What follows belongs to an exercise in optimizing a design on an open flow for small area; a production flow would make more cautious choices.
Where RTL was checked, it was by simulation tests only, not by an equivalence proof against the original.

==> inputs of trial 25 <==
Design dk_walk, start of the top module:
module dk_walk #(
    parameter CLOCK_RATE = 1000000,
    parameter SAMPLE_RATE = 96000
)(
    input clk,
    input I_RSTn,
    input audio_clk_en,
    input walk_en,
    output reg signed[15:0] out
);
export LEC_CHECK = 0
export CAP_MARGIN = 20
export CORE_MARGIN = 2
export CORE_UTILIZATION = 40
export SLEW_MARGIN = 20
create_clock -name core_clock -period 30.0 [get_ports {clk}]
run.sh (not shown) runs the stock make flow with config.mk's settings and CLKGATE_MAP_FILE= SYNTH_SCRIPT=/design/flow/synth_recipe.tcl, a recipe that flattens the netlist after the stock synthesis.
==> build 67 (differences from trial 25) <==
--- a/flow/design.v
+++ b/flow/design.v
@@ -46,13 +46,14 @@
     wire [2:0] noise = {1'b0, lfsr[7:6]} - 3'd2;    
     reg [25:0] P1;
     reg w1;
     wire w_up = !walk_en;                                
     wire w_sat = w_up ? (P1 >= 26'd44371233)             
                       : (P1 <= 26'd47718);               
-    wire [25:0] P1_add = w_up ? (w1 ? 26'd49887 : 26'd47718)
+    wire [25:0] P1_add = !en ? 26'd0
+                       : w_up ? (w1 ? 26'd49887 : 26'd47718)
                               : (w1 ? -26'd47718 : -26'd49887);
     wire [25:0] P1_step;
     dkw_add #(26) u_p1(.a(P1_add), .b(P1), .ci(1'b0), .s(P1_step), .co());
     reg [4:0] step_h;
     always @* begin
         if (!w_sat)    step_h = w_up ? 5'd9 : 5'h17;
@@ -60,42 +61,43 @@
         else           step_h = P1[1] ? 5'h17 : (P1[0] ? 5'h1e : 5'd0);
     end
     always @(posedge clk, negedge I_RSTn) begin
         if (!I_RSTn) begin
             P1 <= 26'd0;
             w1 <= 1'b0;
-        end else if (en) begin
-            P1 <= w_sat ? (w_up ? 26'd44421120 : 26'd0) : P1_step;
-            w1 <= !w_sat & !w1;
+        end else begin
+            P1 <= (en & w_sat) ? (w_up ? 26'd44421120 : 26'd0) : P1_step;
+            if (en) w1 <= !w_sat & !w1;
         end
     end
     wire [13:0] tmp1 = P1[25:12];              
     reg [16:0] sq_cnt;
     reg sq_unf;
     reg [26:0] P3;
     reg s1;
     wire [16:0] sq_cnt_inc;
     dkw_inc #(17) u_sqc(.a(sq_cnt), .ci(1'b1), .s(sq_cnt_inc));
     wire sq_wrap = sq_cnt == 17'd112323;
     wire sq_sat = sq_unf ? (P3 >= 27'd73879755)          
                          : (P3 <= 27'd151830);           
-    wire [26:0] P3_add = sq_unf ? (s1 ? 27'd155445 : 27'd151830)
+    wire [26:0] P3_add = !en ? 27'd0
+                       : sq_unf ? (s1 ? 27'd155445 : 27'd151830)
                                 : (s1 ? -27'd151830 : -27'd155445);
     wire [26:0] P3_step;
     dkw_add #(27) u_p3(.a(P3_add), .b(P3), .ci(1'b0), .s(P3_step), .co());
     always @(posedge clk, negedge I_RSTn) begin
         if (!I_RSTn) begin
             sq_cnt <= 17'd0;
             sq_unf <= 1'b0;
             P3 <= 27'd0;
             s1 <= 1'b0;
         end else begin
             sq_cnt <= sq_wrap ? 17'd0 : sq_cnt_inc;
+            P3 <= (en & sq_sat) ? (sq_unf ? 27'd74035200 : 27'd0) : P3_step;
             if (en) begin
                 sq_unf <= sq_cnt < 17'd56161;
-                P3 <= sq_sat ? (sq_unf ? 27'd74035200 : 27'd0) : P3_step;
                 s1 <= !sq_sat & !s1;
             end
         end
     end
     wire [14:0] tmp3 = P3[26:12];              
     reg [26:0] t;
@@ -105,26 +107,23 @@
     dkw_add #(17) u_ck(.a(17'd52920), .b({1'b0, c_a}), .ci(1'b0), .s(c_k), .co());
     wire [28:0] t5;
     dkw_add #(29) u_t5(.a({t, 2'b0}), .b({2'b0, t}), .ci(1'b0), .s(t5), .co());
     wire [16:0] H = t5[28:12];
     wire z = (t[11:0] == 12'd0);
     wire [26:0] t_u;
-    dkw_add #(27) u_tu(.a({10'd0, c_k}), .b(t), .ci(z), .s(t_u), .co());
+    dkw_add #(27) u_tu(.a({10'd0, c_k & {17{en}}}), .b(t), .ci(z & en), .s(t_u), .co());
     wire [26:0] t_next;
-    dkw_add #(27) u_tn(.a(~{10'd0, H}), .b(t_u), .ci(1'b0), .s(t_next), .co());
+    dkw_add #(27) u_tn(.a(~{10'd0, H} & {27{en}}), .b(t_u), .ci(1'b0), .s(t_next), .co());
     always @(posedge clk) begin
         if (!I_RSTn) t <= 27'd0;
-        else if (en) t <= t_next;
+        else t <= t_next;
     end
-    wire [28:0] t3;
-    dkw_add #(28) u_t3(.a({t, 1'b0}), .b({1'b0, t}), .ci(1'b0), .s(t3[27:0]), .co(t3[28]));
-    wire [36:0] t3a;                           
-    dkw_add #(33) u_t3a(.a({t3, 4'd0}), .b({4'd0, t3}), .ci(1'b0), .s(t3a[32:0]), .co(t3a[33]));
-    assign t3a[36:34] = 3'd0;
-    wire [36:0] t819;                          
-    dkw_add #(37) u_t819(.a({t3, 8'd0}), .b(t3a), .ci(1'b0), .s(t819), .co());
+    wire [29:0] t13;                           
+    dkw_add #(30) u_t13(.a({t, 3'b0}), .b({1'b0, t5}), .ci(1'b0), .s(t13), .co());
+    wire [35:0] t819;                          
+    dkw_add #(36) u_t819(.a(~{6'd0, t13}), .b({t13, 6'd0}), .ci(1'b1), .s(t819), .co());
     wire [13:0] v_next = t819[35:22];
     reg [13:0] V;
     reg [6:0] E;
     wire e_dec = (V[6:0] == 7'd0) & (V[13:7] != 7'd0);
     wire [6:0] E_next = V[13:7] - {6'd0, e_dec};
     always @(posedge clk, negedge I_RSTn) begin
@@ -350,81 +349,83 @@
     end
     wire vco_on = vco_c | (vco_k != 3'd0);     
     reg signed [15:0] h7;
     reg signed [5:0] r7;
     wire [16:0] x7;                            
     wire x7_c;
-    dkw_add #(16) u_x7(.a(h7), .b({{10{r7[5]}}, r7}), .ci(1'b0), .s(x7[15:0]), .co(x7_c));
-    assign x7[16] = h7[15] ^ r7[5] ^ x7_c;
+    wire [5:0] r7g = r7 & {6{en}};            
+    dkw_add #(16) u_x7(.a({{10{r7g[5]}}, r7g}), .b(h7), .ci(1'b0), .s(x7[15:0]), .co(x7_c));
+    assign x7[16] = h7[15] ^ r7g[5] ^ x7_c;
     wire [21:0] x7e = {{5{x7[16]}}, x7};
     wire [21:0] x7_5;                          
     dkw_add #(22) u_x75(.a(x7e), .b({x7e[19:0], 2'b0}), .ci(1'b0), .s(x7_5), .co());
     wire [21:0] x7_21;                         
     dkw_add #(22) u_x721(.a(x7_5), .b({x7e[17:0], 4'b0}), .ci(1'b0), .s(x7_21), .co());
     wire [5:0] y7 = x7_21[21:16];              
     wire nz7 = (x7[15:0] != 16'd0);            
     wire [15:0] h7_next;                       
-    dkw_add #(16) u_h7(.a(x7[15:0]), .b(~{{10{y7[5]}}, y7}), .ci(!nz7), .s(h7_next), .co());
+    dkw_add #(16) u_h7(.a(~{{10{y7[5]}}, y7} & {16{en}}), .b(x7[15:0]), .ci(!nz7 & en), .s(h7_next), .co());
     wire [5:0] r7_next = {step_h, 1'b0} - {{3{noise[2]}}, noise};
     always @(posedge clk, negedge I_RSTn) begin
         if (!I_RSTn) begin
             h7 <= 16'sd0;
             r7 <= 6'sd0;
-        end else if (en) begin
+        end else begin
             h7 <= h7_next;
-            r7 <= r7_next;
+            if (en) r7 <= r7_next;
         end
     end
     wire [15:0] rect = (h7 > 16'sd0) ? h7 : {9'd0, h7[15:9]};
     wire [15:0] in8 = vco_on ? {rect[14:0], 1'b0} : 16'd0;
     reg signed [15:0] h8;
-    reg [15:0] last8;
+    reg [15:0] nl8;                            
     wire [17:0] x8a;                           
     dkw_add #(18) u_x8a(.a({{2{h8[15]}}, h8}), .b({{2{in8[15]}}, in8}), .ci(1'b0), .s(x8a), .co());
     wire [17:0] x8;                            
-    dkw_add #(18) u_x8(.a(x8a), .b(~{{2{last8[15]}}, last8}), .ci(1'b1), .s(x8), .co());
+    dkw_add #(18) u_x8(.a({{2{nl8[15]}}, nl8}), .b(x8a), .ci(1'b1), .s(x8), .co());
     wire [22:0] x8e = {{5{x8[17]}}, x8};
     wire [22:0] x8_13a;                        
     dkw_add #(23) u_x813a(.a(x8e), .b({x8e[20:0], 2'b0}), .ci(1'b0), .s(x8_13a), .co());
     wire [22:0] x8_13;                         
     dkw_add #(23) u_x813(.a(x8_13a), .b({x8e[19:0], 3'b0}), .ci(1'b0), .s(x8_13), .co());
     wire [6:0] y8f = x8_13[21:15];             
     wire nz8 = (x8[14:0] != 15'd0);            
     wire [15:0] h8_next;
     dkw_add #(16) u_h8(.a(x8[15:0]), .b(~{{9{y8f[6]}}, y8f}), .ci(!nz8), .s(h8_next), .co());
-    wire [15:0] last8_next = in8 + {{13{noise[2]}}, noise};
+    wire [15:0] nl8_next = ~(in8 + {{13{noise[2]}}, noise});
     always @(posedge clk, negedge I_RSTn) begin
         if (!I_RSTn) begin
             h8 <= 16'sd0;
-            last8 <= 16'd0;
+            nl8 <= 16'hffff;
         end else if (en) begin
             h8 <= h8_next;
-            last8 <= last8_next;
+            nl8 <= nl8_next;
         end
     end
     reg signed [15:0] lp;
     reg signed [11:0] g, sm;
     wire [15:0] dlp;
     dkw_add #(16) u_dlp(.a(h8), .b(~lp), .ci(1'b1), .s(dlp), .co());
     wire [21:0] dle = {{6{dlp[15]}}, dlp};
     wire [21:0] d40;                           
     dkw_add #(22) u_d40(.a({dle[16:0], 5'b0}), .b({dle[18:0], 3'b0}), .ci(1'b0), .s(d40), .co());
     wire [21:0] d39;                           
     dkw_add #(22) u_d39(.a(d40), .b(~dle), .ci(1'b1), .s(d39), .co());
     wire [15:0] lp_next;
-    dkw_add #(16) u_lp(.a(lp), .b({{4{sm[11]}}, sm}), .ci(1'b0), .s(lp_next), .co());
+    dkw_add #(16) u_lp(.a({{4{sm[11]}}, sm} & {16{en}}), .b(lp), .ci(1'b0), .s(lp_next), .co());
     always @(posedge clk, negedge I_RSTn) begin
         if (!I_RSTn) begin
             lp <= 16'sd0;
             g <= 12'sd0;
             sm <= 12'sd0;
-        end else if (en) begin
-            lp <= lp_next;
         end else begin
-            g <= d39[21:10];
-            sm <= g;
+            lp <= lp_next;
+            if (!en) begin
+                g <= d39[21:10];
+                sm <= g;
+            end
         end
     end
     always @(posedge clk, negedge I_RSTn) begin
         if (!I_RSTn) out <= 16'sd0;
         else if (en) out <= lp;
     end
Settings changed: CORE_UTILIZATION 40 to 65, CTS_BUF_LIST set to sky130_fd_sc_hd__clkbuf_16, CTS_CLUSTER_DIAMETER set to 100, CTS_CLUSTER_SIZE set to 30.
==> qor summary <==
Outcome: build 67 no timing/DRC/antenna violations; trial 25 no timing/DRC/antenna violations
Cell total after placement: build 67 2765; trial 25 3163
Non-Clock Buffer Count: build 67 29; trial 25 39
Fillers: build 67 2929; trial 25 5923
Maximum number of pins on one net before global-route repair: build 67 102; trial 25 171
Area growth syn-to-layout: build 67 4.94%; trial 25 9.66%
Routed vias/inst: build 67 5.46; trial 25 5.06
Met3 WL: build 67 1.53 mm; trial 25 1.64 mm
Largest fanout on the critical path: build 67 30; trial 25 19
Count of buffering cells on the critical path with inverters included: build 67 7; trial 25 13
Most instantiated library cell after synthesis: build 67 sky130_fd_sc_hd__inv_1; trial 25 sky130_fd_sc_hd__fa_1
Register area: build 67 7460 um2; trial 25 7420 um2
Highest clock frequency the design can meet: build 67 35.7 MHz; trial 25 35.1 MHz
Gate count after technology mapping: build 67 2285; trial 25 2355
Post-DP Area: build 67 25400 um2; trial 25 26800 um2
Non-filler instance count after layout: build 67 2793; trial 25 3240
Total non-filler cell area in the finished layout: build 67 25900 um2; trial 25 28100 um2
Met2 track demand over resource: build 67 43.7%; trial 25 27.4%
Clock distribution area overhead in the final layout: build 67 2.07%; trial 25 4.64%
Only the layout flow was run in build 67; the RTL was not checked for function there.

==> static timing again, ports no longer ideal <==
Ports are ideal in the flow. The routed layouts listed here were re-timed in OpenROAD. Step 1, drivers: a clkbuf_16 drives clk and a buf_2 each remaining input, both assumed. Step 2 also shifts input and output timing later by t, the mid clock arrival at the registers, as if the neighbouring blocks saw the same clock. Slacks: ideal ports / drivers / drivers and shift; pairs: ideal ports / drivers.
| run | t (ns) | setup slack, ns | worst setup path at the end | clock arrival spread, ns |
|---|---|---|---|---|
| trial 25 | 0.623 | 1.546 / 1.546 / 1.546 | register to register | 0.042 / 0.043 |
| build 67 | 0.585 | 2.015 / 2.015 / 2.015 | register to register | 0.031 / 0.031 |
After both steps setup and hold are still met in every run listed.
